This design comes from an exercise in tuning for small area and a short achievable clock period on the open sky130 flow, not from production work. Where RTL was checked, it was by simulation tests only, not by an equivalence proof against the original. Only the layout flow was run in runs 1, 2 and 6 to 8; the RTL was not checked for function there. Power and IR drop assume default switching activity.

==> flow/design.v <==
module fpadder( input [15:0] A_59, input [15:0] B_59, input clk_59, input rst_59, output reg [15:0] C_59);
function [1:0] cmp_gt;   
  input [14:0] a, b;
  reg [15:0] G, E;
  integer i, k;
  begin
    G = {1'b0, a & ~b};
    E = {1'b1, ~((a & ~b) | (~a & b))};
    for (k = 1; k < 16; k = k * 2)
      for (i = 0; i + k < 16; i = i + 2 * k) begin
        G[i] = G[i + k] | (E[i + k] & G[i]);
        E[i] = E[i + k] & E[i];
      end
    cmp_gt = {G[0], E[0]};
  end
endfunction
wire [1:0] c5  = cmp_gt({10'd0, A_59[14:10]}, {10'd0, B_59[14:10]});
wire [1:0] cf = cmp_gt({5'd0, A_59[9:0]}, {5'd0, B_59[9:0]});
wire [1:0] c15 = {c5[1] | (c5[0] & cf[1]), 1'b0};
wire       zero = ~|{A_59, B_59};
wire [4:0] dab = A_59[14:10] - B_59[14:10];
wire [4:0] dba = B_59[14:10] - A_59[14:10];
wire [4:0] d   = c5[1] ? dab : dba;
reg        agb1, sa1, sb1;
reg [4:0]  e1;
reg [9:0]  fa1, fb1;
reg [3:0]  sh1;
always @(posedge clk_59) begin
  agb1 <= c15[1];
  sa1  <= A_59[15];
  sb1  <= B_59[15];
  e1   <= c5[1] ? A_59[14:10] : B_59[14:10];
  fa1  <= A_59[9:0];
  fb1  <= B_59[9:0];
  sh1  <= d[3:0] | {4{d[4] | zero}};
end
wire [9:0]  fs  = agb1 ? fb1 : fa1;
wire        sub = sa1 ^ sb1;
wire [10:0] y   = ({1'b1, fs} >> sh1) ^ {11{sub}};
reg        s2, sub2;
reg [4:0]  e2;
reg [9:0]  fg2;
reg [10:0] y2;
always @(posedge clk_59) begin
  s2   <= agb1 ? sa1 : sb1;
  sub2 <= sub;
  e2   <= e1;
  fg2  <= agb1 ? fa1 : fb1;
  y2   <= y;
end
wire [11:0] S = {2'b01, fg2} + {sub2, y2} + {11'd0, sub2};
reg        s3;
reg [4:0]  e3;
reg [11:0] S3;
always @(posedge clk_59) begin
  s3 <= s2; e3 <= e2; S3 <= S;
end
reg [3:0] m3;
always @(*) begin
  casez (S3[11:1])
    11'b1??????????: m3 = 4'd0;
    11'b01?????????: m3 = 4'd1;
    11'b001????????: m3 = 4'd2;
    11'b0001???????: m3 = 4'd3;
    11'b00001??????: m3 = 4'd4;
    11'b000001?????: m3 = 4'd5;
    11'b0000001????: m3 = 4'd6;
    11'b00000001???: m3 = 4'd7;
    11'b000000001??: m3 = 4'd8;
    11'b0000000001?: m3 = 4'd9;
    11'b00000000001: m3 = 4'd10;
    default:         m3 = 4'd1;
  endcase
end
wire [11:0] sl = S3 << m3;
always @(posedge clk_59) begin
  C_59 <= {s3, e3 + 5'd1 - {1'b0, m3}, sl[10:1]};
end
endmodule
==> flow/flow/run.sh <==
#!/bin/bash
# Standard layout with: ports buffered by plain buffers instead of delay cells;
# adders left to ABC instead of extracted into full/half-adder cells; a clock
# tree of smaller buffers without dummy loads; and
# the ABC area script mapping to a delay target (flow/abc.script).
set -euo pipefail
export BUFFER_PORTS_ARGS="-buffer_cell sky130_fd_sc_hd__buf_1"
export ADDER_MAP_FILE=
export CTS_ARGS="-sink_clustering_enable -repair_clock_nets -dont_use_dummy_load -root_buf sky130_fd_sc_hd__clkbuf_8 -buf_list sky130_fd_sc_hd__clkbuf_4 -sink_clustering_size 20"
mkdir -p scripts
for f in "$FLOW_HOME"/scripts/*; do ln -sfn "$f" scripts/; done
rm -f scripts/abc_area.script
cp flow/abc.script scripts/abc_area.script
export SCRIPTS_DIR="$PWD/scripts"
bash standard.sh > standard_flow.log 2>&1
==> flow/flow/abc.script <==
strash
dch
map -D 900
topo
stime -c
buffer -c
upsize -c
dnsize -c
==> flow/standard.sh <==
#!/bin/bash
# synth_recipe.tcl (not shown) runs the flow's synth.tcl, then flattens the netlist and writes it again
# the make line also repeats each setting of config.mk as NAME=value (left out here)
make -C /OpenROAD-flow-scripts/flow DESIGN_CONFIG=/design/flow/config.mk WORK_HOME=/design/flow/orfs CLKGATE_MAP_FILE= SYNTH_SCRIPT=/design/flow/synth_recipe.tcl "${@:-finish}"
==> flow/config.mk <==
export PLATFORM = sky130hd
export DESIGN_NAME = fpadder
export DESIGN_NICKNAME = fpadder
export VERILOG_FILES = /design/flow/design.v
export SDC_FILE = /design/flow/constraint.sdc
export NUM_CORES = 4
export LEC_CHECK = 0
export ABC_AREA = 1
export CAP_MARGIN = 20
export CORE_MARGIN = 2
export CORE_UTILIZATION = 40
export SETUP_SLACK_MARGIN = 1.9
export SLEW_MARGIN = 20
==> flow/constraint.sdc <==
create_clock -name core_clock -period 3.8 [get_ports {clk_59}]
set_input_delay 0.7600 -clock core_clock [delete_from_list [all_inputs] [get_ports {clk_59}]]
set_output_delay 0.7600 -clock core_clock [all_outputs]
set_load 0.01 [all_outputs]
==> notes.md, run 1 <==
most frequent cells after synthesis - nand2_1 (112), dfxtp_1 (94), inv_1 (75), nor2_1 (67), o21ai_0 (59)
Detail Placement HPWL - 7920 um
Final setup viols - 0
Bufs on Longest Clock Path - 2
sequential area share after synthesis - 40.63%
CP max FO - 15
max incr delay on CP - 0.41 ns
Max Cap Viol - 0
P per Cell Area - 701.8 nW/um^2
routed metal-1 wirelength - 4843 um
Yosys top cell area share - 40.63%
leakage - 0.002434 uW
Horiz. Die Dim - 111.6 um
port bufs - 48
layout cells sized above 1 - 15.22%
outcome - finished clean
Final Critical Period - 2.008 ns
clk slew on worst S/H paths - 0.08 ns
vias in the first global route - 3895
synth top area cells - dfxtp_1 (41%), nand2_1 (9.1%), o21ai_0 (6.4%), inv_1 (6.1%), nor2_1 (5.4%)
Vias - 4359
gp weighted congestion - 0.8790
Main synth FF type - dfxtp_1
number of core rows - 39
Synth Instances - 626
relative slew slack - 71.29%
Wirelength per Cell - 12.72 um
Inserted Clock Buffers - 9
GRT Total Usage - 17.06%
number of hold buffers added after CTS - 0
Unique masters post-synth - 51
leading cell type by number of instances after synthesis - nand2_1
Die ar. - 12460 um^2
synth-to-layout area growth - 20.64%
Final ANT Viol Nets - 0
Top-Level Pins - 50
worst slew pin tran - 0.4261 ns
EDFF count, synth - 0
Synth Net Count - 660
final hold vios - 0
DRC viols - 0
fmax - 498.1 MHz
Hold Startpoint - e1[0]
R2R Path Start - S3[6]
CTS H-tree lvls - 3
Final Cycle Share - 52.83%
Post-Synthesis Cell Area - 4632 um^2
core footprint - 11370 um^2
fraction of registers with async set/reset - 0%
Initial DRC Count - 190
Critical Path Sink Type - register
Worst Setup SP - S3[6]
Pre-Repair DR Iteration Count - 5
met3 wire length - 470 um
antenna violations before repair - 0
ant diodes - 0
Hold WS - 0.3286 ns
Clock Skew - 0.01347 ns
Initial Utilization - 40.74%
pin count of the biggest net entering global routing - 33
largest area contributor in the netlist - dfxtp_1
final WL - 10760 um
die height - 111.6 um
clock sinks - 94
Skew-Pair Late Insertion Delay - 0.35 ns
crit path DAT - 2.23 ns
CTS tree - yes
setup TNS - 0 ns
Vias/cell - 5.152
Yosys reg bits - 94
yosys warns - 1
Final Net Count - 739
Critical Path Source Type - register
critical path class - register to register
Slew Viols, Final - 0
met2 WL post-DR - 5306 um
Critical-path top delay cell - dfxtp_4
HP Class - register to register
area post-placement - 4942 um^2
RSZ-0062 raised after global routing - true
Max VDD drop - 419.4 uV
Worst EP required - 4.02 ns
first-pass GRT wire length - 17560 um
Root Buffer - clkbuf_8
crit-path cells - buf_4 > inv_1 > nand4_1 > nand4_1 > nor2_1 > buf_4 > o21ai_0 > o22ai_2 > o211ai_1
syn_area_per_cell - 7.399 um^2
post-route cell area - 5588 um^2
global route overflow - 0
highest routed layer - met4
-- report_power, final --
group	internal (uW)	switching [uW]
combinational	781	1130
sequential	1270	237
clock	212	290
-- flip-flops by register name, indices dropped and copies added, names as in the netlist, 5 cells and up --
name and flops:
S3 12, e1 5, fa1 10, fg2 10
C_59 16, fb1 10, e2 5, y2 11
e3 5
-- placed cells by master, fill, tap and decap left out, drive strengths merged, types with 2 or more instances in the layout --
| cell type | netlist | final |
|---|---|---|
| nand2 | 112 | 113 |
| o21ai | 69 | 69 |
| o21a | 2 | 2 |
| o22ai | 5 | 5 |
| xnor2 | 9 | 9 |
| nand4 | 25 | 25 |
| a41oi | 2 | 2 |
| nand3 | 28 | 28 |
| mux2i | 2 | 2 |
| o221ai | 2 | 2 |
| buf | 10 | 80 |
| a22oi | 2 | 2 |
| or2 | 3 | 3 |
| nor4 | 12 | 12 |
| dfxtp | 94 | 94 |
| a31oi | 7 | 7 |
| nor3 | 8 | 8 |
| a21oi | 30 | 30 |
| xor2 | 21 | 21 |
| clkbuf | 5 | 11 |
| o211ai | 16 | 16 |
| inv | 75 | 75 |
| o2111ai | 3 | 3 |
| nor2 | 69 | 69 |
-- final timing paths --
path / slack [ns] / to / cells after the start
setup / recovery: 1.79 / C_59[9] / 9
hold / removal: 0.33 / e2[0] / 0
setup reg to reg: 1.79 / C_59[9] / 9
hold reg to reg: 0.33 / e2[0] / 0
-- timing repair --
| action | CTS | global route |
|---|---|---|
| pin swaps | 11 | 25 |
| cloned | 1 | 1 |
| buffers inserted | 17 | 13 |
| endpoints found under the setup margin | 32 | 32 |
| gates resized for setup | 29 | 46 |
-- critical path: cells and delay by family (launching register included) --
kind	cells	cell delay, ns
AND/OR/NAND/NOR	3	0.51
flip-flops	1	0.41
buffers and inverters	3	0.46
AO/OA/AOI/OAI	3	0.49
-- cell families after synthesis --
group / Yosys count / share of synthesized area (%)
AOI/OAI and AO/OA: 147 / 18.99
buffers and inverters: 90 / 7.969
muxes: 2 / 0.4322
xor gates and xnor gates: 30 / 5.673
and+or+nand+nor: 262 / 26.09
DFF: 94 / 40.63
adders and majority gates: 1 / 0.2161
-- routing by layer --
metal | vias up | GRT usage [%]
met5 | - | 0
met4 | 0 | 6.502
met3 | 12 | 3.157
met2 | 104 | 29.63
met1 | 1955 | 21.06
li1 | 2288 | -
-- per-stage QoR --
step	utilization [%]	setup WS, ns	total power, uW	instances
2_1_floorplan	-	1.911	2635	626
3_3_place_gp	43.47	1.324	2947	805
4_1_cts	46.68	1.833	3661	832
6_report	49.15	1.792	3921	846
5_1_grt	49.15	1.687	4222	846
3_5_place_dp	43.47	1.279	2959	805
-- area by class of cell --
class / instances / area, um^2
tap: 143 / 178.9
sequential: 94 / 1911
inverter: 75 / 281.5
multi-input combinational: 443 / 2611
fill: 1107 / 5782
clock buffer: 9 / 123.9
timing repair buffer: 82 / 481.7
==> inputs of run 2 (changes only) <==
==> flow/flow/abc.script (replaced) <==
strash
dch
map -D 1000
topo
stime -c
buffer -c
upsize -c
dnsize -c
==> notes.md, run 2 <==
outcome - finished clean
Pre-Repair DR Iteration Count - 4 (-1)
sequential area share after synthesis - 41.05% (+0.42 points)
number of hold buffers added after CTS - 0 (unchanged)
Clock Skew - 0.01431 ns (+0.0008418 ns)
clk slew on worst S/H paths - 0.08 ns (about the same)
Initial Utilization - 40.50% (-0.24 points)
number of core rows - 39 (unchanged)
CTS H-tree lvls - 3 (unchanged)
Detail Placement HPWL - 7557 um (-4.6%)
Top-Level Pins - 50 (unchanged)
critical path class - register to register
leakage - 0.002404 uW (-1.3%)
first-pass GRT wire length - 17000 um (-3.2%)
Final ANT Viol Nets - 0 (unchanged)
Inserted Clock Buffers - 9 (unchanged)
met2 Use GR - 28.67% (-0.96 points)
antenna violations before repair - 0 (unchanged)
Post-Synthesis Cell Area - 4584 um^2 (-1.0%)
largest area contributor in the netlist - dfxtp_1
CP max FO - 8 (-7)
vias in the first global route - 3841 (-1.4%)
Reg with most FFs - C_59
Final Critical Period - 1.975 ns (-0.03248 ns)
registers with the most flip-flops - C_59 (16), S3 (12), y2 (11)
ant diodes - 0 (unchanged)
HP Class - register to register
Main synth FF type - dfxtp_1
Final Cycle Share - 51.97% (-0.85 points)
EDFF count, synth - 0 (unchanged)
RSZ-0062 raised after global routing - true
Die ar. - 12330 um^2 (-0.99%)
most frequent cells after synthesis - nand2_1 (105), dfxtp_1 (94), inv_1 (72), nor2_1 (62), o21ai_0 (52)
Max Cap Viol - 0 (unchanged)
Unique masters post-synth - 55 (+7.8%)
Synth Net Count - 636 (-3.6%)
leading cell type by number of instances after synthesis - nand2_1
worst slew pin tran - 0.5599 ns (+0.1338 ns)
clock sinks - 94 (unchanged)
final hold vios - 0 (unchanged)
Yosys reg bits - 94 (unchanged)
Wirelength per Cell - 12.54 um (-1.4%)
Final setup viols - 0 (unchanged)
die height - 111.1 um (-0.50%)
Core Util, Final - 48.89% (-0.25 points)
Max VDD drop - 413.2 uV (-1.5%)
highest-count cells in the layout ignoring fill and taps - nand2_1 (93), dfxtp_1 (85), inv_1 (67)
layout cells sized above 1 - 19.23% (+4.0 points)
Yosys top cell area share - 41.05% (+0.42 points)
core footprint - 11320 um^2 (-0.43%)
GRT Total Usage - 16.64% (-0.42 points)
yosys warns - 1 (unchanged)
GRT met1 Usage - 20.34% (-0.72 points)
final WL - 10210 um (-5.2%)
Bufs on Longest Clock Path - 2 (unchanged)
Critical Path Source Type - register
Horiz. Die Dim - 111.1 um (-0.50%)
setup TNS - 0 ns (unchanged)
Skew-Pair Late Insertion Delay - 0.35 ns (about the same)
fmax - 506.3 MHz (+1.6%)
Vias - 4116 (-5.6%)
Initial DRC Count - 109 (-43%)
synth-to-layout area growth - 20.74% (about the same)
synth top area cells - dfxtp_1 (41%), nand2_1 (8.6%), inv_1 (5.9%), o21ai_0 (5.7%), xor2_1 (5.2%)
gp weighted congestion - 0.8705 (-0.97%)
Final Net Count - 707 (-4.3%)
DRC viols - 0 (unchanged)
pin count of the biggest net entering global routing - 35 (+6.1%)
Largest register FFs - 16 (unchanged)
P per Cell Area - 690.4 nW/um^2 (-1.6%)
relative slew slack - 62.58% (-8.7 points)
R2R setup slack - 1.82 ns (+0.03 ns)
Root Buffer - clkbuf_8
met3 GRT Util - 3.827% (+0.67 points)
Worst EP required - 4.07 ns (+0.05 ns)
port bufs - 48 (unchanged)
global route overflow - 0 (unchanged)
Slew Viols, Final - 0 (unchanged)
most common cell after layout, fill and taps aside - nand2_1
crit path DAT - 2.25 ns (+0.02 ns)
Vias/cell - 5.057 (-1.9%)
syn_area_per_cell - 7.615 um^2 (+2.9%)
Synth Instances - 602 (-3.8%)
CTS tree - yes
Critical Path Sink Type - register
fraction of registers with async set/reset - 0% (unchanged)
grt peak-use layer - met2
==> run 2: per-layer routing <==
layer	vias up	share of wire (%)
met5	-	0
met4	0	2.2
met3	13	3.8
met2	91	49
met1	1869	45
li1	2143	-
==> run 2: cell type report <==
type | instances | area, um^2
Multi-Input combinational cell | 420 | 2633
Fill cell | 1144 | 5786
Sequential cell | 94 | 1901
Clock buffer | 9 | 123.9
Timing Repair Buffer | 72 | 399.1
Inverter | 76 | 300.3
Tap cell | 143 | 178.9
==> run 2: final timing paths <==
kind / start / end / depth (start not counted)
max: S3[10] / C_59[6] / 9
min: e1[4] / e2[4] / 0
max reg2reg: S3[10] / C_59[6] / 9
min reg2reg: e1[4] / e2[4] / 0
==> run 2: cells by family after synthesis <==
logic type	Yosys count	share of synthesized area [%]
AND/OR/NAND/NOR	245	24.67
flip-flops	94	41.05
buffers and inverters	89	7.942
multiplexers	3	0.6550
XOR/XNOR	40	7.642
AO/OA/AOI/OAI	131	18.04
==> run 2: metrics by stage <==
stage	instance area (um^2)	power, uW	setup slack, ns	hold slack (ns)	cells
after floorplan	4637	2610	1.914	0.3096	602
after global placement	4922	2889	1.398	0.3096	781
after detailed placement	4922	2906	1.364	0.3132	781
after CTS	5266	3592	1.874	0.3311	803
after global routing	5535	4108	1.704	0.3412	814
final	5535	3822	1.825	0.3296	814
==> run 2: report_power, final <==
| group | switching (uW) | leakage [uW] | internal (uW) | total, uW |
|---|---|---|---|---|
| sequential | 203 | 0.000794 | 1260 | 1460 |
| combinational | 1120 | 0.00155 | 731 | 1860 |
| clock | 292 | 0.0000647 | 212 | 504 |
| total | 1620 | 0.00240 | 2200 | 3820 |
==> run 2: critical path: stages, from the launching register on <==
cell	delay [ns]
dfxtp_4	0.36
nor2_4	0.24
nand4_1	0.15
buf_4	0.17
o221ai_4	0.24
o21a_4	0.26
nand2_2	0.09
o211ai_1	0.15
o21ai_2	0.11
o22ai_1	0.14
==> run 2: what timing repair did <==
action                                 in CTS  in global routing
setup endpoints to repair                  28                 27
gates cloned                                1                  0
resized for setup                          30                 58
endpoints found under the hold margin       0                  0
setup buffers                              12                 11
pin swaps                                  11                 20
==> inputs of run 3 (changes only) <==
--- a/flow/design.v
+++ b/flow/design.v
@@ -55,25 +55,38 @@
 always @(posedge clk_59) begin
   s3 <= s2; e3 <= e2; S3 <= S;
 end
-reg [3:0] m3;
+reg [11:1] h;
+reg [4:0]  adj;      
+integer j;
 always @(*) begin
+  h = 11'd0;
+  for (j = 1; j <= 11; j = j + 1)
+    h[j] = S3[j] & ~|(S3[11:1] >> j);
   casez (S3[11:1])
-    11'b1??????????: m3 = 4'd0;
-    11'b01?????????: m3 = 4'd1;
-    11'b001????????: m3 = 4'd2;
-    11'b0001???????: m3 = 4'd3;
-    11'b00001??????: m3 = 4'd4;
-    11'b000001?????: m3 = 4'd5;
-    11'b0000001????: m3 = 4'd6;
-    11'b00000001???: m3 = 4'd7;
-    11'b000000001??: m3 = 4'd8;
-    11'b0000000001?: m3 = 4'd9;
-    11'b00000000001: m3 = 4'd10;
-    default:         m3 = 4'd1;
+    11'b1??????????: adj = 5'd1;
+    11'b01?????????: adj = 5'd0;
+    11'b001????????: adj = -5'd1;
+    11'b0001???????: adj = -5'd2;
+    11'b00001??????: adj = -5'd3;
+    11'b000001?????: adj = -5'd4;
+    11'b0000001????: adj = -5'd5;
+    11'b00000001???: adj = -5'd6;
+    11'b000000001??: adj = -5'd7;
+    11'b0000000001?: adj = -5'd8;
+    11'b00000000001: adj = -5'd9;
+    default:         adj = 5'd0;
   endcase
 end
-wire [11:0] sl = S3 << m3;
+wire [21:0] sp = {S3, 10'd0};
+reg  [9:0]  frac;
+integer k;
+always @(*) begin
+  frac = {9'd0, ~|S3[11:1] & S3[0]};
+  for (k = 0; k < 10; k = k + 1)
+    for (j = 1; j <= 11; j = j + 1)
+      frac[k] = frac[k] | (h[j] & sp[j + k]);
+end
 always @(posedge clk_59) begin
-  C_59 <= {s3, e3 + 5'd1 - {1'b0, m3}, sl[10:1]};
+  C_59 <= {s3, e3 + adj, frac};
 end
 endmodule
==> flow/flow/run.sh (replaced) <==
#!/bin/bash
# Standard layout with: ports buffered by plain buffers instead of delay cells;
# adders left to ABC instead of extracted into full/half-adder cells; a clock
# tree of smaller buffers without dummy loads.
set -euo pipefail
export BUFFER_PORTS_ARGS="-buffer_cell sky130_fd_sc_hd__buf_1"
export ADDER_MAP_FILE=
export CTS_ARGS="-sink_clustering_enable -repair_clock_nets -dont_use_dummy_load -root_buf sky130_fd_sc_hd__clkbuf_8 -buf_list sky130_fd_sc_hd__clkbuf_4 -sink_clustering_size 20"
bash standard.sh > standard_flow.log 2>&1
removed: flow/flow/abc.script
==> notes.md, run 3 <==
outcome - finished clean
Largest register FFs - 16 (unchanged)
layout cells sized above 1 - 9.143% (-10 points)
Pre-Repair DR Iteration Count - 5 (+1)
mux cell area share after synthesis - 0.8867% (+0.23 points)
largest area contributor in the netlist - dfxtp_1
Critical Path Sink Type - register
Horiz. Die Dim - 110.3 um (-0.72%)
core footprint - 10940 um^2 (-3.4%)
first-pass GRT wire length - 17410 um (+2.4%)
synth-to-layout area growth - 13.72%
Reg with most FFs - C_59
Detail Placement HPWL - 7962 um (+5.4%)
Final Net Count - 736 (+4.1%)
Die ar. - 12160 um^2 (-1.4%)
ant diodes - 0 (unchanged)
Critical Path Source Type - primary input
Vias - 4118 (+0.049%)
Synth Instances - 638 (+6.0%)
Inserted Clock Buffers - 9 (unchanged)
relative slew slack - 72.39% (+9.8 points)
CTS tree - yes
Yosys reg bits - 94 (unchanged)
synth top area cells - dfxtp_1 (42%), nand2_1 (14%), inv_1 (6.7%), o21ai_0 (5.7%), nor2_1 (5.5%)
Core Util, Final - 46.96% (-1.9 points)
Root Buffer - clkbuf_8
setup TNS - 0 ns (unchanged)
fraction of registers with async set/reset - 0% (unchanged)
DRC viols - 0 (unchanged)
pin count of the biggest net entering global routing - 20 (-43%)
Final setup viols - 0 (unchanged)
sequential area share after synthesis - 41.67% (+0.63 points)
Main synth FF type - dfxtp_1
RSZ-0062 raised after global routing - true
number of hold buffers added after CTS - 0 (unchanged)
simple-gate area share of the yosys netlist - 28.18% (+3.5 points)
Initial Utilization - 41.29% (+0.80 points)
Wirelength per Cell - 12.18 um (-2.9%)
Post-Synthesis Cell Area - 4516 um^2 (-1.5%)
worst slew pin tran - 0.4127 ns (-0.1472 ns)
Final ANT Viol Nets - 0 (unchanged)
clock sinks - 94 (unchanged)
multi-input logic area - 2326 um^2 (-12%)
Worst EP required - 4.03 ns (-0.04 ns)
leakage - 0.002411 uW (+0.29%)
global route overflow - 0 (unchanged)
fmax - 546.3 MHz (+7.9%)
largest family of logic cells by synthesized area - simple AND/OR/NAND/NOR gates
clk slew on worst S/H paths - 0.06 ns (-0.02 ns)
Initial DRC Count - 172 (+58%)
most common cell after layout, fill and taps aside - nand2_1
area post-placement - 4847 um^2 (-1.5%)
die height - 110.3 um (-0.72%)
most frequent cells after synthesis - nand2_1 (163), dfxtp_1 (94), inv_1 (81), nor2_1 (66), o21ai_0 (51)
Unique masters post-synth - 40 (-27%)
Top-Level Pins - 50 (unchanged)
P per Cell Area - 647.1 nW/um^2 (-6.3%)
Final Critical Period - 1.830 ns (-0.1446 ns)
leading cell type by number of instances after synthesis - nand2_1
HP Class - register to register
vias in the first global route - 3826 (-0.39%)
Skew-Pair Late Insertion Delay - 0.36 ns (about the same)
EDFF count, synth - 0 (unchanged)
antenna violations before repair - 0 (unchanged)
Synth Net Count - 672 (+5.7%)
crit path DAT - 2.06 ns (-0.19 ns)
Clock Skew - 0.02703 ns (+0.01271 ns)
Hold WS - 0.3261 ns (-0.003496 ns)
Yosys top cell area share - 41.67% (+0.63 points)
Post-Synth Adder-Cell Area - 0.4433% (+0.44 points)
final WL - 10230 um (+0.19%)
GRT Total Usage - 18.30% (+1.7 points)
number of core rows - 38 (-2.6%)
final hold vios - 0 (unchanged)
registers with the most flip-flops - C_59 (16), S3 (12), y2 (11)
Max Cap Viol - 0 (unchanged)
highest-count cells in the layout ignoring fill and taps - nand2_1 (162), dfxtp_1 (89), inv_1 (80)
yosys warns - 1 (unchanged)
post-route cell area - 5135 um^2 (-7.2%)
CP max FO - 7 (-1)
gp weighted congestion - 0.9220 (+5.9%)
post-synthesis xor/xnor area fraction - 6.207% (-1.4 points)
Slew Viols, Final - 0 (unchanged)
sequential cell area - 1888 um^2 (-0.66%)
critical path class - primary input to register
CTS H-tree lvls - 3 (unchanged)
Synth Area in Compound Gates - 14.55% (-3.5 points)
Vias/cell - 4.902 (-3.0%)
Max VDD drop - 249.6 uV (-40%)
dpl cells - 819 (+4.9%)
Final Cycle Share - 48.17% (-3.8 points)
Bufs on Longest Clock Path - 2 (unchanged)
syn_area_per_cell - 7.078 um^2 (-7.1%)
fillcell total - 1141 (-0.26%)
non-filler cells, final - 840 (+3.2%)
port bufs - 48 (unchanged)
==> run 3: cell types whose count changed in the layout (fill, tap and decap cells not counted), sizes merged, moves of 4 or more <==
cell    delta
nand3     -10
o22ai      +7
nand2     +58
inv        +7
buf        -9
xnor2      -4
nor3       -4
xor2       -4
o21ai      -7
a21oi     +12
nor2       +6
o21a       -5
o211ai    -13
==> run 3: through the flow <==
stage	setup WS, ns	power [uW]
floorplan	1.922	2392
global placement	1.590	2739
detailed placement	1.564	2743
CTS	1.928	3254
global route	1.832	3613
finish	1.970	3323
==> run 3: final cells by class <==
| class | instances | area share [%] |
|---|---|---|
| clock buffer | 9 | 2.412 |
| inverter | 86 | 6.481 |
| multi-input combinational | 449 | 45.30 |
| sequential | 94 | 36.77 |
| tap | 140 | 3.411 |
| timing repair buffer | 62 | 5.629 |
==> run 3: power breakdown <==
part	internal, uW	switching [uW]	total [uW]
Combinational	504	869	1370
Sequential	1250	196	1440
Clock	212	294	506
==> run 3: path summary, 6_finish.rpt <==
check | startpoint | to | slack [ns] | depth (start not counted)
max reg2reg | S3[10] | C_59[6] | 2.02 | 8
max | A_59[13] | sh1[2] | 1.97 | 12
min reg2reg | e1[1] | e2[1] | 0.33 | 0
min | e1[1] | e2[1] | 0.33 | 0
==> run 3: cells by family after synthesis <==
kind of cell	Yosys count
AOI/OAI and AO/OA	118
xor gates and xnor gates	32
buffers and inverters	95
and+or+nand+nor	293
muxes	4
DFF	94
adders and majority gates	2
==> run 3: worst max-delay path, cell delays in order <==
cell	delay, ns
buf_1	0.15
inv_1	0.07
nor2_2	0.19
nor2_4	0.09
a21oi_2	0.18
o21ai_2	0.09
nand3_2	0.08
nand2_4	0.09
nand2_1	0.08
nand2_1	0.05
nor2_2	0.15
nand2_1	0.07
==> run 3: timing repair <==
| action | in CTS | in global routing |
|---|---|---|
| setup endpoints to repair | 2 | 18 |
| pin swaps | 0 | 5 |
| buffers inserted | 1 | 11 |
| gates resized for setup | 1 | 28 |
==> run 3: layer usage <==
metal / global-route usage [%] / up-vias / share of wire (%)
met2: 30.50 / 96 / 48
met1: 23.58 / 1818 / 46
met4: 7.411 / 0 / 1.5
met3: 2.998 / 17 / 4.7
li1: - / 2187 / -
met5: 0 / - / 0
==> inputs of run 4 (changes only) <==
--- a/flow/config.mk
+++ b/flow/config.mk
@@ -5,7 +5,6 @@
 export SDC_FILE = /design/flow/constraint.sdc
 export NUM_CORES = 4
 export LEC_CHECK = 0
-export ABC_AREA = 1
 export CAP_MARGIN = 20
 export CORE_MARGIN = 2
 export CORE_UTILIZATION = 40
==> notes.md, run 4 <==
outcome - finished clean
leading cell type by number of instances after synthesis - dfxtp_1
HP Class - register to register
Horiz. Die Dim - 110.0 um (-0.20%)
final WL - 9777 um (-4.4%)
Yosys top cell area share - 41.85% (+0.17 points)
ant diodes - 0 (unchanged)
yosys warns - 1 (unchanged)
Unique masters post-synth - 67 (+68%)
Largest register FFs - 16 (unchanged)
registers with the most flip-flops - C_59 (16), S3 (12), y2 (11)
number of hold buffers added after CTS - 0 (unchanged)
Vias - 3696 (-10%)
non-filler cells, final - 701 (-17%)
clk slew on worst S/H paths - 0.08 ns (+0.02 ns)
Slew Viols, Final - 0 (unchanged)
Synth Net Count - 521 (-22%)
critical path class - primary input to register
CTS H-tree lvls - 3 (unchanged)
post-route cell area - 5505 um^2 (+7.2%)
sequential area share after synthesis - 41.85% (+0.17 points)
Worst EP required - 4.04 ns (about the same)
Skew-Pair Late Insertion Delay - 0.35 ns (about the same)
P per Cell Area - 649.6 nW/um^2 (+0.38%)
Wirelength per Cell - 13.95 um (+15%)
Final setup viols - 0 (unchanged)
most common cell after layout, fill and taps aside - dfxtp_1
gp weighted congestion - 0.8575 (-7.0%)
most frequent cells after synthesis - dfxtp_1 (94), nand2_1 (51), nor2_1 (43), xnor2_1 (32), a21oi_1 (27)
largest area contributor in the netlist - dfxtp_1
area post-placement - 4800 um^2 (-0.98%)
vias in the first global route - 3326 (-13%)
Final Net Count - 597 (-19%)
layout cells sized above 1 - 25.31% (+16 points)
Final Critical Period - 2.142 ns (+0.3113 ns)
core footprint - 10890 um^2 (-0.44%)
final hold vios - 0 (unchanged)
GRT Total Usage - 16.37% (-1.9 points)
Detail Placement HPWL - 6673 um (-16%)
fraction of registers with async set/reset - 0% (unchanged)
Post-Synthesis Cell Area - 4497 um^2 (-0.42%)
CP max FO - 5 (-2)
relative slew slack - 61.36% (-11 points)
Initial DRC Count - 179 (+4.1%)
Final ANT Viol Nets - 0 (unchanged)
leakage - 0.002119 uW (-12%)
Inserted Clock Buffers - 9 (unchanged)
EDFF count, synth - 0 (unchanged)
CTS tree - yes
DRC viols - 0 (unchanged)
Bufs on Longest Clock Path - 2 (unchanged)
worst slew pin tran - 0.5757 ns (+0.1630 ns)
number of core rows - 38 (unchanged)
clock sinks - 94 (unchanged)
Reg with most FFs - C_59
Clock Skew - 0.02028 ns (-0.006743 ns)
syn_area_per_cell - 9.234 um^2 (+30%)
Main synth FF type - dfxtp_1
RSZ-0062 raised after global routing - true
total power - 3576 uW (+7.6%)
Synth Instances - 487 (-24%)
Initial Utilization - 41.30% (about the same)
synth-to-layout area growth - 22.43%
global route overflow - 0 (unchanged)
Top-Level Pins - 50 (unchanged)
Root Buffer - clkbuf_8
setup TNS - 0 ns (unchanged)
Max VDD drop - 235.1 uV (-5.8%)
Yosys reg bits - 94 (unchanged)
Vias/cell - 5.272 (+7.5%)
Die ar. - 12110 um^2 (-0.40%)
highest-count cells in the layout ignoring fill and taps - dfxtp_1 (80), nand2_1 (51), buf_1 (39)
first-pass GRT wire length - 15470 um (-11%)
antenna violations before repair - 0 (unchanged)
crit path DAT - 2.38 ns (+0.32 ns)
pin count of the biggest net entering global routing - 25 (+25%)
Critical Path Source Type - primary input
Max Cap Viol - 0 (unchanged)
dpl cells - 654 (-20%)
synth top area cells - dfxtp_1 (42%), xnor2_1 (6.2%), mux4_2 (4.5%), nand2_1 (4.3%), nor2_1 (3.6%)
die height - 110.0 um (-0.20%)
Critical Path Sink Type - register
Final Cycle Share - 56.36% (+8.2 points)
fmax - 466.9 MHz (-15%)
port bufs - 48 (unchanged)
Pre-Repair DR Iteration Count - 5 (unchanged)
-- run 4: changes by cell type after synthesis, moves of 10 or more --
cell and change:
clkbuf_1 +14, inv_1 -63, mux2_2 +12, nand2_1 -112
nand3_1 -11, nor2_1 -23, o211ai_1 +10, o21ai_0 -34
xnor2_1 +23, xor2_1 -11
-- run 4: path summary, 6_finish.rpt --
path                  from  cells past startpoint        to  slack [ns]
hold / removal       e2[2]                      0     e3[2]        0.33
hold reg to reg      e2[2]                      0     e3[2]        0.33
setup reg to reg    S3[10]                      8  C_59[14]        1.71
setup / recovery  A_59[12]                      8    sh1[3]        1.66
-- run 4: power breakdown --
| group | total (uW) | switching, uW | internal (uW) |
|---|---|---|---|
| registers | 1550 | 282 | 1270 |
| clock network | 492 | 280 | 212 |
| logic | 1530 | 773 | 760 |
| total | 3580 | 1330 | 2240 |
-- run 4: logic make-up after synthesis --
kind of cell	Yosys count	share of synthesized area, %
xor gates and xnor gates	44	8.570
adders and majority gates	10	2.309
DFF	94	41.85
muxes	29	9.349
buffers and inverters	44	4.368
and+or+nand+nor	158	17.03
AOI/OAI and AO/OA	108	16.53
-- run 4: routing by layer --
layer / GRT usage [%] / wire [um]
met1: 19.11 / 4130
met5: 0 / 0
met2: 29.14 / 5036
met4: 6.058 / 229
met3: 3.704 / 381
-- run 4: worst max-delay path, cell delays in order --
cell     delay, ns
buf_8         0.11
nor2b_4       0.12
maj3_2        0.33
a31o_1        0.24
maj3_2        0.39
mux2i_1       0.21
a211o_1       0.15
nand3_1       0.07
-- run 4: layout make-up --
cell class / instances / area, um^2
Clock buffer: 9 / 123.9
Inverter: 20 / 75.07
Sequential cell: 94 / 1922
Tap cell: 140 / 175.2
Multi-Input combinational cell: 350 / 2645
Timing Repair Buffer: 88 / 564.3
Fill cell: 1022 / 5383
-- run 4: per-stage QoR --
step / setup WS (ns) / utilization (%) / hold WS [ns]
2_1_floorplan: 1.368 / - / 0.3096
3_3_place_gp: 1.056 / 44.08 / 0.3132
3_5_place_dp: 0.9991 / 44.08 / 0.3128
4_1_cts: 1.663 / 48.44 / 0.3306
5_1_grt: 1.597 / 50.56 / 0.3369
6_report: 1.658 / 50.56 / 0.3329
-- run 4: timing repair --
action,4_1_cts,5_1_grt
buffers inserted,21,16
gates cloned,1,0
endpoints found under the setup margin,30,26
resized for setup,60,27
pin swaps,27,24
==> inputs of run 5 (changes only) <==
==> flow/flow/run.sh (replaced) <==
#!/bin/bash
# Standard layout with: ports buffered by plain buffers instead of delay cells;
# adders left to ABC instead of extracted into full/half-adder cells; a clock
# tree of smaller buffers without dummy loads.
set -euo pipefail
export BUFFER_PORTS_ARGS="-buffer_cell sky130_fd_sc_hd__buf_2"
export ADDER_MAP_FILE=
export CTS_ARGS="-sink_clustering_enable -repair_clock_nets -dont_use_dummy_load -root_buf sky130_fd_sc_hd__clkbuf_8 -buf_list sky130_fd_sc_hd__clkbuf_8"
bash standard.sh > standard_flow.log 2>&1
--- a/flow/config.mk
+++ b/flow/config.mk
@@ -5,6 +5,7 @@
 export SDC_FILE = /design/flow/constraint.sdc
 export NUM_CORES = 4
 export LEC_CHECK = 0
+export ABC_AREA = 1
 export CAP_MARGIN = 20
 export CORE_MARGIN = 2
 export CORE_UTILIZATION = 40
==> notes.md, run 5 <==
outcome - finished clean
Vias/cell - 4.974 (-5.7%)
Final Cycle Share - 47.45% (-8.9 points)
CTS H-tree lvls - 3 (unchanged)
Initial Utilization - 41.29% (about the same)
Clock Skew - 0.01546 ns (-0.004823 ns)
Bufs on Longest Clock Path - 2 (unchanged)
P per Cell Area - 644.4 nW/um^2 (-0.81%)
ant diodes - 0 (unchanged)
Wirelength per Cell - 12.02 um (-14%)
leakage - 0.002523 uW (+19%)
Critical Path Sink Type - register
critical path class - primary input to register
Critical Path Source Type - primary input
Main synth FF type - dfxtp_1
port bufs - 48 (unchanged)
relative slew slack - 71.99% (+11 points)
non-filler cells, final - 837 (+19%)
Max Cap Viol - 0 (unchanged)
Yosys top cell area share - 41.67% (-0.17 points)
CP max FO - 9 (+4)
clk slew on worst S/H paths - 0.08 ns (about the same)
Horiz. Die Dim - 110.3 um (+0.20%)
Reg with most FFs - C_59
Worst EP required - 4.07 ns (+0.03 ns)
synth top area cells - dfxtp_1 (42%), nand2_1 (14%), inv_1 (6.7%), o21ai_0 (5.7%), nor2_1 (5.5%)
Largest register FFs - 16 (unchanged)
Die ar. - 12160 um^2 (+0.40%)
leading cell type by number of instances after synthesis - nand2_1
Final Net Count - 733 (+23%)
gp weighted congestion - 0.9304 (+8.5%)
fraction of registers with async set/reset - 0% (unchanged)
Final ANT Viol Nets - 0 (unchanged)
final worst slack - 1.997 ns (+0.3389 ns)
dpl cells - 818 (+25%)
sequential area share after synthesis - 41.67% (-0.17 points)
Inserted Clock Buffers - 9 (unchanged)
Top-Level Pins - 50 (unchanged)
antenna violations before repair - 0 (unchanged)
Yosys reg bits - 94 (unchanged)
EDFF count, synth - 0 (unchanged)
setup TNS - 0 ns (unchanged)
most frequent cells after synthesis - nand2_1 (163), dfxtp_1 (94), inv_1 (81), nor2_1 (66), o21ai_0 (51)
most common cell after layout, fill and taps aside - nand2_1
HP Class - register to register
yosys warns - 1 (unchanged)
layout cells sized above 1 - 14.20% (-11 points)
number of core rows - 38 (unchanged)
registers with the most flip-flops - C_59 (16), S3 (12), y2 (11)
Final setup viols - 0 (unchanged)
Detail Placement HPWL - 7820 um (+17%)
Skew-Pair Late Insertion Delay - 0.37 ns (+0.02 ns)
core footprint - 10940 um^2 (+0.44%)
global route overflow - 0 (unchanged)
Post-Synthesis Cell Area - 4516 um^2 (+0.42%)
Synth Net Count - 672 (+29%)
Final Critical Period - 1.803 ns (-0.3389 ns)
Root Buffer - clkbuf_8
final WL - 10060 um (+2.9%)
CTS tree - yes
Vias - 4163 (+13%)
fmax - 554.7 MHz (+19%)
Initial DRC Count - 197 (+10%)
die height - 110.3 um (+0.20%)
Pre-Repair DR Iteration Count - 4 (-1)
GRT Total Usage - 17.24% (+0.87 points)
RSZ-0062 raised after global routing - true
pin count of the biggest net entering global routing - 27 (+8.0%)
vias in the first global route - 3640 (+9.4%)
DRC viols - 0 (unchanged)
syn_area_per_cell - 7.078 um^2 (-23%)
highest-count cells in the layout ignoring fill and taps - nand2_1 (162), dfxtp_1 (89), inv_1 (80)
first-pass GRT wire length - 16140 um (+4.3%)
fillcell total - 1137 (+11%)
Max VDD drop - 236.1 uV (+0.43%)
clock sinks - 94 (unchanged)
Synth Instances - 638 (+31%)
largest area contributor in the netlist - dfxtp_1
Slew Viols, Final - 0 (unchanged)
worst slew pin tran - 0.4186 ns (-0.1571 ns)
final hold vios - 0 (unchanged)
Unique masters post-synth - 40 (-40%)
crit path DAT - 2.07 ns (-0.31 ns)
synth-to-layout area growth - 13.80%
Place WS - 1.477 ns (+0.4775 ns)
-- run 5: changes by cell type in the layout (fill, tap and decap cells not counted), moves of 12 or more --
cell,before,now
buf_1,39,0
nor2_1,38,65
buf_4,38,11
xor2_1,10,23
inv_1,18,80
mux2_2,12,0
xnor2_1,30,9
nand2_1,51,162
o21ai_0,15,50
buf_2,1,48
-- run 5: logic make-up after synthesis --
kind of cell / share of synthesized area, %
adder cells (fa/ha/maj): 0.4434
buffers and inverters: 8.063
flip-flops: 41.67
multiplexers: 0.8867
XOR/XNOR: 6.207
AO/OA/AOI/OAI: 14.55
AND/OR/NAND/NOR: 28.18
-- run 5: area by class of cell --
| class | count | area (um^2) | share of cell area (%) |
|---|---|---|---|
| multi-input cells | 449 | 2290 | 44.56 |
| flip-flops and latches | 94 | 1891 | 36.79 |
| clock buffers | 9 | 123.9 | 2.411 |
| well taps | 140 | 175.2 | 3.409 |
| inverters | 86 | 336.6 | 6.550 |
| repair buffers | 59 | 322.8 | 6.282 |
-- run 5: per-stage QoR --
step	hold slack (ns)	utilization, %	power, uW	cell area (um^2)
after floorplan	0.3096	-	2392	4516
after global placement	0.3095	44.81	2758	4900
after detailed placement	0.3121	44.81	2759	4900
after CTS	0.3280	45.97	3273	5027
after global routing	0.3338	46.99	3578	5139
final	0.3273	46.99	3311	5139
-- run 5: worst paths after layout --
kind | slack [ns] | depth (start not counted) | end | start
setup / recovery | 2.00 | 12 | sh1[2] | A_59[10]
hold / removal | 0.33 | 0 | s3 | s2
setup reg to reg | 2.05 | 10 | C_59[14] | S3[5]
hold reg to reg | 0.33 | 0 | s3 | s2
-- run 5: report_power, final --
group          leakage [uW]  switching, uW  internal (uW)  total (uW)
logic               0.00167            855            509        1360
clock network     0.0000647            299            212         512
registers          0.000793            189           1250        1440
-- run 5: critical path, stage by stage --
cell	delay [ns]
buf_2	0.09
inv_1	0.06
nor2_1	0.27
a21oi_1	0.17
o21ai_1	0.17
nand3_1	0.13
nand2_4	0.13
inv_2	0.09
nand2_1	0.06
o21ai_1	0.06
inv_1	0.05
nand2_1	0.04
-- run 5: routing by layer --
| layer | wire length (um) | GRT usage [%] | vias up |
|---|---|---|---|
| met5 | 0 | 0 | - |
| met3 | 400 | 3.233 | 19 |
| met4 | 254 | 8.839 | 0 |
| li1 | - | - | 2181 |
| met2 | 4762 | 28.79 | 107 |
| met1 | 4646 | 21.17 | 1856 |
-- run 5: what timing repair did --
item                       4_1_cts  5_1_grt
hold buffers                     0        0
setup endpoints to repair        5       11
resized for setup                2       13
pin swaps                        0        3
buffers inserted                 0       10
==> inputs of run 6 (changes only) <==
--- a/flow/design.v
+++ b/flow/design.v
@@ -17,14 +17,12 @@
 wire [1:0] c5  = cmp_gt({10'd0, A_59[14:10]}, {10'd0, B_59[14:10]});
 wire [1:0] cf = cmp_gt({5'd0, A_59[9:0]}, {5'd0, B_59[9:0]});
 wire [1:0] c15 = {c5[1] | (c5[0] & cf[1]), 1'b0};
-wire       zero = ~|{A_59, B_59};
 wire [4:0] dab = A_59[14:10] - B_59[14:10];
 wire [4:0] dba = B_59[14:10] - A_59[14:10];
-wire [4:0] d   = c5[1] ? dab : dba;
 reg        agb1, sa1, sb1;
 reg [4:0]  e1;
 reg [9:0]  fa1, fb1;
-reg [3:0]  sh1;
+reg [3:0]  sha1, shb1;
 always @(posedge clk_59) begin
   agb1 <= c15[1];
   sa1  <= A_59[15];
@@ -32,11 +30,14 @@
   e1   <= c5[1] ? A_59[14:10] : B_59[14:10];
   fa1  <= A_59[9:0];
   fb1  <= B_59[9:0];
-  sh1  <= d[3:0] | {4{d[4] | zero}};
+  sha1 <= dba[3:0] | {4{dba[4]}};
+  shb1 <= dab[3:0] | {4{dab[4]}};
 end
+wire        zero = ~|{sa1, sb1, e1, fa1, fb1};
 wire [9:0]  fs  = agb1 ? fb1 : fa1;
+wire [3:0]  sh  = agb1 ? shb1 : sha1;
 wire        sub = sa1 ^ sb1;
-wire [10:0] y   = ({1'b1, fs} >> sh1) ^ {11{sub}};
+wire [10:0] y   = ({~zero, fs} >> sh) ^ {11{sub}};
 reg        s2, sub2;
 reg [4:0]  e2;
 reg [9:0]  fg2;
==> notes.md, run 6 <==
CP top delay family - simple AND/OR/NAND/NOR gates
leading cell type by number of instances after synthesis - nand2_1
most common cell after layout, fill and taps aside - nand2_1
P per Cell Area - 597.8 nW/um^2 (-7.2%)
dpl cells - 867 (+6.0%)
Sequential Power Share - 44.2% (+0.8 points)
Final ANT Viol Nets - 0 (unchanged)
CTS tree - yes
Critical Path Sink Type - register
Final Cycle Share - 46.84% (-0.61 points)
fraction of registers with async set/reset - 0% (unchanged)
most frequent cells after synthesis - nand2_1 (184), dfxtp_1 (98), inv_1 (94), nor2_1 (71), nand3_1 (40)
outcome - finished clean
synth-to-layout area growth - 14.47%
Reg with most FFs - C_59
worst flop-to-flop path endpoint - y2[1]
registers with the most flip-flops - C_59 (16), S3 (12), y2 (11)
Post-Synthesis Cell Area - 4781 um^2 (+5.9%)
Buf+Inv Stages, Crit Path - 2 (-2)
Final setup viols - 0 (unchanged)
Horiz. Die Dim - 113.3 um (+2.8%)
multi-input logic area - 2456 um^2 (+7.3%)
Unique masters post-synth - 43 (+7.5%)
setup TNS - 0 ns (unchanged)
Max Cap Viol - 0 (unchanged)
Synth Instances - 684 (+7.2%)
core footprint - 11560 um^2 (+5.8%)
Detail Placement HPWL - 7872 um (+0.67%)
Core Util, Final - 47.32% (+0.33 points)
R2R setup slack - 2.05 ns (about the same)
Critical Path Source Type - primary input
Main synth FF type - dfxtp_1
number of cells on the critical path - 10 (-2)
relative slew slack - 72.53% (+0.54 points)
clock sinks - 98 (+4.3%)
largest area contributor in the netlist - dfxtp_1
Worst Setup SP - A_59[11]
fmax - 561.9 MHz (+1.3%)
sequential cell area - 1969 um^2 (+4.2%)
clk slew on worst S/H paths - 0.08 ns (about the same)
Vias - 4331 (+4.0%)
yosys warns - 1 (unchanged)
EDFF count, synth - 0 (unchanged)
Wirelength per Cell - 11.70 um (-2.7%)
fillcell total - 1183 (+4.0%)
CTS H-tree lvls - 3 (unchanged)
vias in the first global route - 3966 (+9.0%)
GRT Total Usage - 16.46% (-0.78 points)
Largest register FFs - 16 (unchanged)
post-route cell area - 5473 um^2 (+6.5%)
number of core rows - 39 (+2.6%)
CP max FO - 4 (-5)
crit path DAT - 2.03 ns (-0.04 ns)
port bufs - 48 (unchanged)
synth top area cells - dfxtp_1 (41%), nand2_1 (14%), inv_1 (7.4%), nor2_1 (5.6%), nand3_1 (4.2%)
Bufs on Longest Clock Path - 2 (unchanged)
Combinational Power Share - 39.5% (-1.7 points)
Pre-Repair DR Iteration Count - 5 (+1)
Root Buffer - clkbuf_8
clock share of power - 16.3% (+0.8 points)
Initial DRC Count - 238 (+21%)
Worst EP required - 4.05 ns (-0.02 ns)
Worst Reg-to-Reg Cells - 12 (+2)
RSZ-0062 raised after global routing - true
Critical-path top delay cell - xor2_2
worst setup path endpoint - shb1[1]
Initial Utilization - 41.34% (+0.046 points)
Max VDD drop - 223.8 uV (-5.2%)
switching power total - 1300 uW (-3.3%)
final WL - 10360 um (+2.9%)
worst slew pin tran - 0.4083 ns (-0.01031 ns)
Sw Ratio - 39.73% (-0.85 points)
gp weighted congestion - 0.8771 (-5.7%)
final hold vios - 0 (unchanged)
Skew-Pair Late Insertion Delay - 0.37 ns (about the same)
antenna violations before repair - 0 (unchanged)
area post-placement - 5144 um^2 (+5.0%)
HP Class - register to register
Inserted Clock Buffers - 9 (unchanged)
R2R Path Start - agb1
pin count of the biggest net entering global routing - 50 (+85%)
layout cells sized above 1 - 16.98% (+2.8 points)
Die ar. - 12840 um^2 (+5.7%)
max incr delay on CP - 0.23 ns (-0.04 ns)
syn_area_per_cell - 6.990 um^2 (-1.2%)
Vias/cell - 4.894 (-1.6%)
leakage - 0.002702 uW (+7.1%)
ant diodes - 0 (unchanged)
Yosys reg bits - 98 (+4.3%)
total power - 3272 uW (-1.2%)
Final Critical Period - 1.780 ns (-0.02321 ns)
die height - 113.3 um (+2.8%)
number of hold buffers added after CTS - 0 (unchanged)
non-filler cells, final - 885 (+5.7%)
Synth Net Count - 718 (+6.8%)
crit-path cells - buf_2 > inv_1 > nor2_2 > nor2_2 > nand2_1 > o21ai_0 > nand3_1 > nand2_1 > xor2_2 > o21ai_0
highest-count cells in the layout ignoring fill and taps - nand2_1 (180), dfxtp_1 (92), inv_1 (90)
sequential area share after synthesis - 41.04% (-0.64 points)
Top-Level Pins - 50 (unchanged)
Final Net Count - 778 (+6.1%)
DRC viols - 0 (unchanged)
first-pass GRT wire length - 17260 um (+6.9%)
global route overflow - 0 (unchanged)
P_int - 1972 uW (+0.23%)
Clock Skew - 0.01637 ns (+0.0009143 ns)
Yosys top cell area share - 41.04% (-0.64 points)
critical path class - primary input to register
Slew Viols, Final - 0 (unchanged)
==> run 6: cell count changes after synthesis, moves of 9 or more <==
cell,delta
nand3_1,+20
nand2_1,+21
inv_1,+13
o21ai_0,-16
a21oi_1,-9
o21ai_2,+11
nor4_1,-10
==> run 6: layout make-up <==
| type | instances | area share [%] |
|---|---|---|
| sequential | 98 | 35.99 |
| tap | 143 | 3.269 |
| timing repair buffer | 58 | 6.630 |
| inverter | 100 | 6.973 |
| multi-input combinational | 477 | 44.88 |
| clock buffer | 9 | 2.263 |
==> run 6: cell families after synthesis <==
group,Yosys count,synth area share [%]
mux,1,0.2355
flops,98,41.04
compound gates,116,14.97
fa+ha+maj,2,0.4188
simple gates,331,29.10
xor+xnor,27,4.946
buf+inv,109,9.291
==> run 6: timing repair <==
| item | 4_1_cts | 5_1_grt |
|---|---|---|
| buffers inserted | 0 | 7 |
| gates cloned | 0 | 2 |
| gates resized for setup | 6 | 29 |
| setup endpoints to repair | 10 | 25 |
| pin swaps | 0 | 4 |
==> run 6: worst min-delay path by stage <==
stage	cells after the start	start	end	slack, ns
2_1_floorplan	0	s3	C_59[15]	0.31
6_report	0	s3	C_59[15]	0.33
5_1_grt	0	s2	s3	0.34
4_1_cts	0	s2	s3	0.33
3_3_place_gp	0	s3	C_59[15]	0.31
3_5_place_dp	0	e2[1]	e3[1]	0.31
==> run 6: power by group through the flow <==
| stage | combinational, uW | clock, uW | sequential [uW] |
|---|---|---|---|
| floorplan | 894 | 0 | 1440 |
| global placement | 1200 | 0 | 1450 |
| detailed placement | 1210 | 0 | 1450 |
| CTS | 1220 | 553 | 1430 |
| global route | 1470 | 583 | 1480 |
| finish | 1290 | 533 | 1450 |
==> run 6: through the flow <==
stage	hold slack (ns)	worst slack, ns
global route	0.3437	1.853
finish	0.3308	2.020
CTS	0.3325	1.931
global placement	0.3102	1.540
floorplan	0.3096	1.929
detailed placement	0.3121	1.537
==> run 6: layer usage <==
layer	wire (um)	track usage, %	part of all wire [%]
met1	4704	19.81	45
met2	4917	28.14	47
met3	405	3.374	3.9
met4	328	7.805	3.2
met5	0	0	0
==> inputs of run 7 (changes only) <==
--- a/flow/design.v
+++ b/flow/design.v
@@ -14,15 +14,17 @@
     cmp_gt = {G[0], E[0]};
   end
 endfunction
-wire [1:0] c5  = cmp_gt({10'd0, A_59[14:10]}, {10'd0, B_59[14:10]});
+wire [5:0] dab = {1'b0, A_59[14:10]} - {1'b0, B_59[14:10]};
+wire [5:0] dba = {1'b0, B_59[14:10]} - {1'b0, A_59[14:10]};
+wire [3:0] sab = dab[3:0] | {4{dab[4]}};
+wire [3:0] sba = dba[3:0] | {4{dba[4]}};
+wire [1:0] c5  = {dba[5], dab == 6'd0};   
 wire [1:0] cf = cmp_gt({5'd0, A_59[9:0]}, {5'd0, B_59[9:0]});
 wire [1:0] c15 = {c5[1] | (c5[0] & cf[1]), 1'b0};
-wire [4:0] dab = A_59[14:10] - B_59[14:10];
-wire [4:0] dba = B_59[14:10] - A_59[14:10];
 reg        agb1, sa1, sb1;
 reg [4:0]  e1;
 reg [9:0]  fa1, fb1;
-reg [3:0]  sha1, shb1;
+reg [3:0]  sh1;
 always @(posedge clk_59) begin
   agb1 <= c15[1];
   sa1  <= A_59[15];
@@ -30,14 +32,12 @@
   e1   <= c5[1] ? A_59[14:10] : B_59[14:10];
   fa1  <= A_59[9:0];
   fb1  <= B_59[9:0];
-  sha1 <= dba[3:0] | {4{dba[4]}};
-  shb1 <= dab[3:0] | {4{dab[4]}};
+  sh1  <= c5[1] ? sab : sba;
 end
 wire        zero = ~|{sa1, sb1, e1, fa1, fb1};
 wire [9:0]  fs  = agb1 ? fb1 : fa1;
-wire [3:0]  sh  = agb1 ? shb1 : sha1;
 wire        sub = sa1 ^ sb1;
-wire [10:0] y   = ({~zero, fs} >> sh) ^ {11{sub}};
+wire [10:0] y   = ({~zero, fs} >> sh1) ^ {11{sub}};
 reg        s2, sub2;
 reg [4:0]  e2;
 reg [9:0]  fg2;
==> flow/flow/run.sh (replaced) <==
#!/bin/bash
# Standard layout with: ports buffered by plain buffers instead of delay cells;
# adders left to ABC instead of extracted into full/half-adder cells; a clock
# tree of smaller buffers without dummy loads.
set -euo pipefail
export BUFFER_PORTS_ARGS="-buffer_cell sky130_fd_sc_hd__buf_1"
export ADDER_MAP_FILE=
export CTS_ARGS="-sink_clustering_enable -repair_clock_nets -dont_use_dummy_load -root_buf sky130_fd_sc_hd__clkbuf_8 -buf_list sky130_fd_sc_hd__clkbuf_4 -sink_clustering_size 20"
bash standard.sh > standard_flow.log 2>&1
==> notes.md, run 7 <==
highest-count cells in the layout ignoring fill and taps - nand2_1 (200), dfxtp_1 (91), inv_1 (82)
Wirelength per Cell - 11.68 um (-0.20%)
die height - 112.6 um (-0.64%)
Place WS - 1.253 ns (-0.2836 ns)
crit path DAT - 2.08 ns (+0.05 ns)
critical path class - primary input to register
Main synth FF type - dfxtp_1
post-synthesis xor/xnor area fraction - 5.914% (+0.97 points)
final hold vios - 0 (unchanged)
crit-path cells - buf_1 > nor2_1 > inv_1 > nand2_2 > nor2_1 > nor2_2 > o21ai_4 > inv_1 > nand2_1 > a21oi_1 > nor2_1
Bufs on Longest Clock Path - 2 (unchanged)
Vias/cell - 4.845 (-0.99%)
Initial DRC Count - 200 (-16%)
Reg with most FFs - C_59
leading cell type by number of instances after synthesis - nand2_1
RSZ-0062 raised after global routing - true
met3 wire length - 512 um (+26%)
P_int - 1893 uW (-4.0%)
sequential area share after synthesis - 39.88% (-1.2 points)
Critical Path Sink Type - register
Clock Skew - 0.01705 ns (+0.0006724 ns)
Critical-path top delay cell - nor2_1
antenna violations before repair - 0 (unchanged)
worst slew pin tran - 0.5720 ns (+0.1637 ns)
Final Net Count - 765 (-1.7%)
Root Buffer - clkbuf_8
gp weighted congestion - 0.9000 (+2.6%)
Final ANT Viol Nets - 0 (unchanged)
Synth Net Count - 710 (-1.1%)
global route overflow - 0 (unchanged)
GRT Total Usage - 16.76% (+0.29 points)
first-pass GRT wire length - 17260 um (unchanged)
largest area contributor in the netlist - dfxtp_1
highest routed layer - met4
Worst Setup SP - B_59[12]
max incr delay on CP - 0.20 ns (-0.03 ns)
EDFF count, synth - 0 (unchanged)
Combinational Power Share - 39.9% (+0.4 points)
port bufs - 48 (unchanged)
Final Critical Period - 1.841 ns (+0.06128 ns)
leakage - 0.002547 uW (-5.7%)
synth-to-layout area growth - 11.22%
setup TNS - 0 ns (unchanged)
Pre-Repair DR Iteration Count - 5 (unchanged)
syn_area_per_cell - 6.980 um^2 (-0.14%)
Unique masters post-synth - 42 (-2.3%)
Slew Viols, Final - 0 (unchanged)
number of hold buffers added after CTS - 0 (unchanged)
Largest register FFs - 16 (unchanged)
Final setup viols - 0 (unchanged)
Vias - 4225 (-2.4%)
Horiz. Die Dim - 112.6 um (-0.64%)
vias in the first global route - 3939 (-0.68%)
Top-Level Pins - 50 (unchanged)
Critical Path Source Type - primary input
CP max FO - 11 (+7)
Post-Synth Adder-Cell Area - 0.4243% (+0.0056 points)
outcome - finished clean
most frequent CP cell - nor2_1
Synth Instances - 676 (-1.2%)
clk slew on worst S/H paths - 0.07 ns (about the same)
Sw Ratio - 40.81% (+1.1 points)
layout cells sized above 1 - 9.465% (-7.5 points)
number of core rows - 39 (unchanged)
Max Cap Viol - 0 (unchanged)
core footprint - 11470 um^2 (-0.84%)
largest family of logic cells by synthesized area - simple AND/OR/NAND/NOR gates
Post-Synthesis Cell Area - 4718 um^2 (-1.3%)
relative slew slack - 61.72% (-11 points)
ant diodes - 0 (unchanged)
pin count of the biggest net entering global routing - 22 (-56%)
clock share of power - 15.7% (-0.6 points)
P per Cell Area - 609.6 nW/um^2 (+2.0%)
HP Class - register to register
most common cell after layout, fill and taps aside - nand2_1
most frequent cells after synthesis - nand2_1 (202), dfxtp_1 (94), inv_1 (84), nor2_1 (67), o21ai_0 (44)
Max VDD drop - 231.6 uV (+3.5%)
CTS H-tree lvls - 3 (unchanged)
Yosys reg bits - 94 (-4.1%)
met2 WL post-DR - 4676 um (-4.9%)
routed metal-1 wirelength - 4693 um (-0.23%)
final WL - 10180 um (-1.7%)
switching power total - 1306 uW (+0.45%)
Initial Utilization - 41.15% (-0.19 points)
Detail Placement HPWL - 8055 um (+2.3%)
synth top area cells - dfxtp_1 (40%), nand2_1 (16%), inv_1 (6.7%), nor2_1 (5.3%), o21ai_0 (4.7%)
yosys warns - 1 (unchanged)
mux cell area share after synthesis - 0.2121% (-0.023 points)
CTS tree - yes
Sequential Power Share - 44.4% (+0.2 points)
fmax - 543.2 MHz (-3.3%)
DRC viols - 0 (unchanged)
clock sinks - 94 (-4.1%)
Inserted Clock Buffers - 9 (unchanged)
fraction of registers with async set/reset - 0% (unchanged)
Yosys top cell area share - 39.88% (-1.2 points)
Synth Area in Compound Gates - 13.63% (-1.3 points)
final worst slack - 1.959 ns (-0.06128 ns)
Worst EP required - 4.04 ns (about the same)
Skew-Pair Late Insertion Delay - 0.35 ns (-0.02 ns)
Final Cycle Share - 48.45% (+1.6 points)
Hold Startpoint - s3
registers with the most flip-flops - C_59 (16), S3 (12), y2 (11)
fillcell total - 1185 (+0.17%)
R2R Path Start - S3[11]
simple-gate area share of the yosys netlist - 31.69% (+2.6 points)
Die ar. - 12680 um^2 (-1.3%)
[run 7: cell count changes after synthesis, sizes merged, moves of 4 or more]
| cell | previous run | this run |
|---|---|---|
| o221ai | 7 | 3 |
| nand3 | 40 | 31 |
| dfxtp | 98 | 94 |
| inv | 100 | 91 |
| nand2 | 190 | 210 |
| o21ai | 59 | 50 |
| a211oi | 4 | 0 |
[run 7: cell type report]
| cell class | instances | area [um^2] | area share, % |
|---|---|---|---|
| repair inverters | 2 | 10.01 | 0.1907 |
| inverters | 91 | 347.8 | 6.629 |
| clock buffers | 9 | 123.9 | 2.361 |
| multi-input cells | 481 | 2486 | 47.38 |
| well taps | 143 | 178.9 | 3.410 |
| flip-flops and latches | 94 | 1886 | 35.93 |
| repair buffers | 52 | 215.2 | 4.101 |
[run 7: final timing paths]
kind	cells after the start	slack, ns	to
max	11	1.96	sh1[2]
min	0	0.33	C_59[15]
max reg2reg	10	2.09	C_59[13]
min reg2reg	0	0.33	C_59[15]
[run 7: cell families (layout without fill, tap and decap cells)]
group,count (synthesis),after routing
AO/OA/AOI/OAI,107,107
XOR/XNOR,31,31
multiplexers,1,1
adder cells (fa/ha/maj),2,2
flip-flops,94,94
buffers and inverters,101,154
AND/OR/NAND/NOR,340,340
[run 7: power by group through the flow]
stage	sequential (uW)	clock (uW)	combinational (uW)
floorplan	1420	0	946
global placement	1440	0	1250
detailed placement	1440	0	1250
CTS	1420	531	1260
global route	1450	570	1450
finish	1420	501	1280
[run 7: worst max-delay path: cells and delay by family]
| family | cells | cell delay [ns] |
|---|---|---|
| compound gates | 2 | 0.27 |
| buf+inv | 3 | 0.32 |
| simple gates | 6 | 0.71 |
[run 7: per-stage QoR]
step           utilization [%]  hold WS [ns]  area (um^2)  total power (uW)  std cells
4_1_cts                  45.29        0.3304         5194              3206        869
2_1_floorplan                -        0.3096         4726              2366        676
5_1_grt                  45.76        0.3334         5248              3469        872
6_report                 45.76        0.3290         5248              3199        872
3_5_place_dp             44.08        0.3135         5055              2690        859
3_3_place_gp             44.08        0.3097         5055              2682        859
[run 7: repair_timing]
| action | 4_1_cts | 5_1_grt |
|---|---|---|
| setup buffers | 0 | 2 |
| pin swaps | 0 | 1 |
| setup endpoints to repair | 11 | 13 |
| resized for setup | 3 | 15 |
| gates cloned | 1 | 1 |
[run 7: per-layer routing]
metal,up-vias,GRT usage (%)
li1,2254,-
met1,1825,20.79
met2,118,27.31
met3,28,3.402
met4,0,9.106
met5,-,0
==> inputs of run 8 (changes only) <==
--- a/flow/design.v
+++ b/flow/design.v
@@ -22,19 +22,20 @@
 wire [1:0] cf = cmp_gt({5'd0, A_59[9:0]}, {5'd0, B_59[9:0]});
 wire [1:0] c15 = {c5[1] | (c5[0] & cf[1]), 1'b0};
 reg        agb1, sa1, sb1;
-reg [4:0]  e1;
+reg [4:0]  ea1, eb1;
 reg [9:0]  fa1, fb1;
 reg [3:0]  sh1;
 always @(posedge clk_59) begin
   agb1 <= c15[1];
   sa1  <= A_59[15];
   sb1  <= B_59[15];
-  e1   <= c5[1] ? A_59[14:10] : B_59[14:10];
+  ea1  <= A_59[14:10];
+  eb1  <= B_59[14:10];
   fa1  <= A_59[9:0];
   fb1  <= B_59[9:0];
   sh1  <= c5[1] ? sab : sba;
 end
-wire        zero = ~|{sa1, sb1, e1, fa1, fb1};
+wire        zero = ~|{sa1, sb1, ea1, eb1, fa1, fb1};
 wire [9:0]  fs  = agb1 ? fb1 : fa1;
 wire        sub = sa1 ^ sb1;
 wire [10:0] y   = ({~zero, fs} >> sh1) ^ {11{sub}};
@@ -45,7 +46,7 @@
 always @(posedge clk_59) begin
   s2   <= agb1 ? sa1 : sb1;
   sub2 <= sub;
-  e2   <= e1;
+  e2   <= agb1 ? ea1 : eb1;
   fg2  <= agb1 ? fa1 : fb1;
   y2   <= y;
 end
==> notes.md, run 8 <==
outcome - finished clean
Yosys reg bits - 99 (+5.3%)
global route overflow - 0 (unchanged)
leakage - 0.002575 uW (+1.1%)
most frequent CP cell - nand2_1
GRT Total Usage - 16.84% (+0.083 points)
syn_area_per_cell - 7.001 um^2 (+0.30%)
synth-to-layout area growth - 10.30%
EDFF count, synth - 0 (unchanged)
Critical Path Source Type - register
Inserted Clock Buffers - 9 (unchanged)
clk slew on worst S/H paths - 0.09 ns (+0.02 ns)
Final Critical Period - 1.808 ns (-0.03327 ns)
total power - 3361 uW (+5.1%)
highest-count cells in the layout ignoring fill and taps - nand2_1 (188), dfxtp_1 (94), inv_1 (92)
Max Cap Viol - 0 (unchanged)
synth top area cells - dfxtp_1 (41%), nand2_1 (15%), inv_1 (7.2%), nor2_1 (5.3%), o21ai_0 (4.4%)
relative slew slack - 63.18% (+1.5 points)
CTS H-tree lvls - 3 (unchanged)
registers with the most flip-flops - C_59 (16), S3 (12), y2 (11)
worst slew pin tran - 0.5503 ns (-0.02172 ns)
fraction of registers with async set/reset - 0% (unchanged)
Final Cycle Share - 47.57% (-0.88 points)
fmax - 553.2 MHz (+1.8%)
clock sinks - 99 (+5.3%)
post-route cell area - 5359 um^2 (+2.1%)
number of core rows - 40 (+2.6%)
Yosys top cell area share - 40.79% (+0.91 points)
sequential area share after synthesis - 40.79% (+0.91 points)
Horiz. Die Dim - 114.2 um (+1.4%)
Vias - 4324 (+2.3%)
RSZ-0062 raised after global routing - true
DRC viols - 0 (unchanged)
Initial Utilization - 40.79% (-0.36 points)
routed metal-1 wirelength - 4965 um (+5.8%)
final hold vios - 0 (unchanged)
Final Net Count - 777 (+1.6%)
non-filler cells, final - 888 (+1.8%)
Reg with most FFs - C_59
Wirelength per Cell - 11.99 um (+2.7%)
leading cell type by number of instances after synthesis - nand2_1
Skew-Pair Late Insertion Delay - 0.37 ns (+0.02 ns)
vias in the first global route - 3942 (+0.076%)
HP Class - register to register
Hold WS - 0.3184 ns (-0.01067 ns)
met2 WL post-DR - 5027 um (+7.5%)
pin count of the biggest net entering global routing - 32 (+45%)
first-pass GRT wire length - 17480 um (+1.3%)
Worst Reg-to-Reg Cells - 10 (unchanged)
area post-placement - 5176 um^2 (+2.4%)
Max VDD drop - 174.8 uV (-25%)
most common cell after layout, fill and taps aside - nand2_1
Bufs on Longest Clock Path - 2 (unchanged)
Final setup viols - 0 (unchanged)
antenna violations before repair - 0 (unchanged)
yosys warns - 1 (unchanged)
Synth Instances - 694 (+2.7%)
Slew Viols, Final - 0 (unchanged)
gp weighted congestion - 0.9184 (+2.0%)
Hold Path Cell Cnt - 0 (unchanged)
CTS tree - yes
Die ar. - 13040 um^2 (+2.9%)
die height - 114.2 um (+1.4%)
Synth Net Count - 728 (+2.5%)
Initial DRC Count - 243 (+22%)
Unique masters post-synth - 45 (+7.1%)
Post-Synthesis Cell Area - 4858 um^2 (+3.0%)
max incr delay on CP - 0.46 ns (+0.26 ns)
dpl cells - 877 (+2.1%)
Vias/cell - 4.869 (+0.50%)
Final ANT Viol Nets - 0 (unchanged)
==> run 8: cell types whose count changed in the layout (fill, tap and decap cells not counted), moves of 4 or more <==
cell,change
inv_2,-5
nand2_2,-4
nand3_1,+12
nand2_1,-12
o21ai_1,+5
inv_1,+10
o22ai_1,-5
==> run 8: area by class of cell <==
class                   count  area, um^2
clock buffers               9       123.9
flip-flops and latches     99        1988
fillers                  1275        6553
multi-input cells         484        2481
well taps                 147       183.9
repair buffers             52       214.0
inverters                  97       367.9
==> run 8: stage by stage <==
| stage | utilization [%] | setup slack (ns) |
|---|---|---|
| floorplan | - | 1.934 |
| finish | 44.99 | 1.992 |
| global placement | 43.46 | 1.602 |
| global route | 44.99 | 1.834 |
| CTS | 44.53 | 1.913 |
| detailed placement | 43.46 | 1.536 |
==> run 8: report_power, final <==
part	internal, uW	switching, uW	total (uW)
Sequential	1290	220	1510
Combinational	472	843	1310
Clock	213	318	531
==> run 8: per-layer routing <==
layer | global-route usage (%) | up-vias
met1 | 20.72 | 1906
met3 | 3.706 | 17
met4 | 7.236 | 0
met2 | 28.41 | 101
met5 | 0 | -
li1 | - | 2300
==> run 8: kinds of logic after synthesis <==
logic type | count (synthesis) | synth area share [%]
AOI/OAI and AO/OA | 113 | 13.70
DFF | 99 | 40.79
buffers and inverters | 111 | 8.756
and+or+nand+nor | 339 | 30.93
xor gates and xnor gates | 30 | 5.408
adders and majority gates | 2 | 0.4121
==> run 8: what timing repair did <==
| item | CTS | global route |
|---|---|---|
| endpoints found under the setup margin | 4 | 18 |
| buffers inserted | 0 | 2 |
| gates resized for setup | 1 | 16 |
==> run 8: critical path: cells and delay by family (launching register included) <==
kind            cells  cell delay [ns]
simple gates        5             0.41
flops               1             0.46
buf+inv             2             0.33
compound gates      3             0.51
==> run 8: worst paths after layout <==
check                           start    end  slack (ns)
worst max-delay path             agb1  y2[0]        1.99
worst max register to register   agb1  y2[0]        1.99
worst min-delay path            e2[0]  e3[0]        0.32
worst min register to register  e2[0]  e3[0]        0.32
